This is an optimization exercise on Yosys and OpenROAD, whose aim is small area, not a production implementation.
Function was checked by simulation only, so behaviour that the tests miss may differ from the original.
No activity file was given, so power comes from the tool's default toggle rates.

==> quartz <==
Design mips_core, start of the top module:
module mips_core(
	input         clk,
	input         reset,
	output [31:0] imem_addr,
	input  [31:0] imem_rdata,
	output [31:0] dmem_addr,
	output [31:0] dmem_wdata,
	output        dmem_we,
	output        dmem_re,
	input  [31:0] dmem_rdata
	);
Settings: LEC_CHECK=0, CAP_MARGIN=20, CORE_MARGIN=2, CORE_UTILIZATION=55, SLEW_MARGIN=20, SYNTH_HIERARCHICAL=1, SYNTH_MINIMUM_KEEP_SIZE=0; clock period 15.0 ns.
run.sh (not shown) runs the stock make flow with config.mk's settings and CLKGATE_MAP_FILE= SYNTH_SCRIPT=/design/flow/synth_recipe.tcl, a recipe that flattens the netlist after the stock synthesis.
==> sierra (differences from quartz) <==
==> flow/flow/run.sh (new file) <==
#!/bin/bash
# Own flow: the standard layout (standard.sh, unchanged synthesis, floorplan, power grid,
# placement, routing), with two arguments changed:
#  - the port buffers are buf_1 cells (buffer_ports -buffer_cell) instead of the default choice;
#  - clock tree synthesis uses clkbuf_4 cells, clusters of at most 8 flip-flops within 50 um,
#    and inserts no dummy loads.
# make's full output goes to standard.log; ORFS keeps each step's log under orfs/logs.
set -euo pipefail
bash standard.sh \
  "BUFFER_PORTS_ARGS=-buffer_cell sky130_fd_sc_hd__buf_1" \
  "CTS_ARGS=-sink_clustering_enable -repair_clock_nets -dont_use_dummy_load -buf_list sky130_fd_sc_hd__clkbuf_4 -sink_clustering_size 8 -sink_clustering_max_diameter 50" \
  finish > standard.log 2>&1
==> flow/standard.sh (new file) <==
#!/bin/bash
# synth_recipe.tcl (not shown) runs the flow's synth.tcl, then flattens the netlist and writes it again
# the make line also repeats each setting of config.mk as NAME=value (left out here)
make -C /OpenROAD-flow-scripts/flow DESIGN_CONFIG=/design/flow/config.mk WORK_HOME=/design/flow/orfs CLKGATE_MAP_FILE= SYNTH_SCRIPT=/design/flow/synth_recipe.tcl "${@:-finish}"
removed: flow/run.sh
==> comparison table <==
| metric | sierra | quartz |
|---|---|---|
| Run status | finished clean | finished clean |
| Routed wire length per instance | 41.8 µm | 41.3 µm |
| Total placed instance area | 0.0626 mm² | 0.0637 mm² |
| Initial DRC count | 11500 | 12100 |
| Clock network power consumption | 0.00178 W | 0.00357 W |
| Antenna diode count | 23 | 15 |
| Clock latency on the worst-skew pair | 1.24 ns | 0.79 ns |
| Net count, final | 4677 | 4635 |
| Clock buffer cells | 190 | 194 |
| Internal cell power | 0.00511 W | 0.00669 W |
| Worst setup slack for register-to-register paths | 2.46 ns | 2.39 ns |
| Wire length of the first global-routing pass | 337 mm | 335 mm |
| Number of antenna violations at the first check in global routing | 19 | 15 |
| Total power of the final layout | 0.00725 W | 0.00913 W |
| Share of cell area taken by multi-input logic gates | 32.2% | 30.2% |
| Routed wire length on met3 | 39.2 mm | 39.9 mm |
| Switching Share | 29.6% | 26.7% |
| Final setup skew | 0.118 ns | 0.0479 ns |
| Met1 capacity usage during global routing | 54.8% | 55.1% |
| Number of global-route vias before repair | 45000 | 44400 |
| Total routing usage reported by global routing | 44.3% | 44.1% |
| Portion of total power attributed to the clock network | 24.5% | 39.2% |
| Post-layout minimum cycle time | 12.54 ns | 12.61 ns |
| Non-clock buffer count | 349 | 357 |
| Area taken by multi-input logic gates | 0.0207 mm² | 0.0207 mm² |
| Worst-case hold slack | 0.352 ns | 0.349 ns |

========
==> v9 <==
Another version of the RTL of mips_core (not shown whole).
==> flow/design.v (excerpt) <==
module mips_core(
	input         clk,
	input         reset,
	output [31:0] imem_addr,
	input  [31:0] imem_rdata,
	output [31:0] dmem_addr,
	output [31:0] dmem_wdata,
	output        dmem_we,
	output        dmem_re,
	input  [31:0] dmem_rdata
	);
Settings: LEC_CHECK=0, CAP_MARGIN=10, CORE_MARGIN=2, CORE_UTILIZATION=55, SLEW_MARGIN=10, SYNTH_HIERARCHICAL=1, SYNTH_MINIMUM_KEEP_SIZE=0; clock period 15.0 ns.
standard.sh (not shown) runs the stock make flow with config.mk's settings and CLKGATE_MAP_FILE= SYNTH_SCRIPT=/design/flow/synth_recipe.tcl, a recipe that flattens the netlist after the stock synthesis.
==> flow/flow/run.sh <==
#!/bin/bash
# Own flow: the standard layout (standard.sh, unchanged synthesis, floorplan, power grid,
# placement, routing), with two arguments changed:
#  - the port buffers are buf_1 cells (buffer_ports -buffer_cell) instead of the default choice;
#  - clock tree synthesis uses clkbuf_4 cells, clusters of at most 8 flip-flops within 50 um,
#    and inserts no dummy loads.
# make's full output goes to standard.log; ORFS keeps each step's log under orfs/logs.
set -euo pipefail
bash standard.sh \
  "BUFFER_PORTS_ARGS=-buffer_cell sky130_fd_sc_hd__buf_1" \
  "CTS_ARGS=-sink_clustering_enable -repair_clock_nets -dont_use_dummy_load -buf_list sky130_fd_sc_hd__clkbuf_4 -sink_clustering_size 8 -sink_clustering_max_diameter 50" \
  finish > standard.log 2>&1
==> inputs of v6, as changes to v9 <==
Settings changed: CAP_MARGIN 10 to 20, SLEW_MARGIN 10 to 20.
==> comparison table <==
Status: v6 finished clean; v9 finished clean
Post-synthesis to final-layout area growth: v6 9.11%; v9 9.09%
Power consumption: v6 7.38 mW; v9 7.38 mW
Via Count: v6 47300; v9 47400
Maximum clock rate: v6 0.0789 GHz; v9 0.0785 GHz
Sequential portion of the cell area: v6 58.5%; v9 58.5%
Internal power summed over all cells: v6 5.14 mW; v9 5.13 mW
Critical path fanouts, max: v6 11; v9 33
Signal arrival time at the worst endpoint: v6 13.73 ns; v9 13.81 ns
Slew at the pin closest to its max-slew limit: v6 1.22 ns; v9 1.27 ns
Maximum VDD drop: v6 0.0000691 V; v9 0.0000695 V
Crit-path max cell delay: v6 0.49 ns; v9 0.56 ns
Number of signal-net buffers in the layout: v6 338; v9 337
Wire length on met1: v6 82400 um; v9 82000 um
LEAKAGE: v6 23.8 nW; v9 23.8 nW

## what the ideal ports hide
The flow's constraints put no driver on any port. The routed layouts listed below were extracted and timed again, unchanged, in two steps.
Step 1 (the two cells are an assumption about what drives the block):
set clk [get_ports {clk}]
set_driving_cell -lib_cell sky130_fd_sc_hd__clkbuf_16 $clk
set_driving_cell -lib_cell sky130_fd_sc_hd__buf_2 [delete_from_list [all_inputs] $clk]
Step 2 also shifts input and output timing later by t, the mid clock arrival at the registers, as if the neighbouring blocks saw the same clock.
Three values: ideal, step 1, step 2; two values: the first two.
run | shift t [ns] | slack for setup (ns) | latest minus earliest clock arrival (ns)
quartz | 0.843 | 2.393 / 2.393 / 2.393 | 0.048 / 0.048
sierra | 1.242 | 2.462 / 2.462 / 2.462 | 0.149 / 0.149
v9 | 1.236 | 2.268 / 2.268 / 2.268 | 0.157 / 0.157
v6 | 1.230 | 2.331 / 2.331 / 2.331 | 0.169 / 0.169
After both steps setup and hold are still met in every run listed.
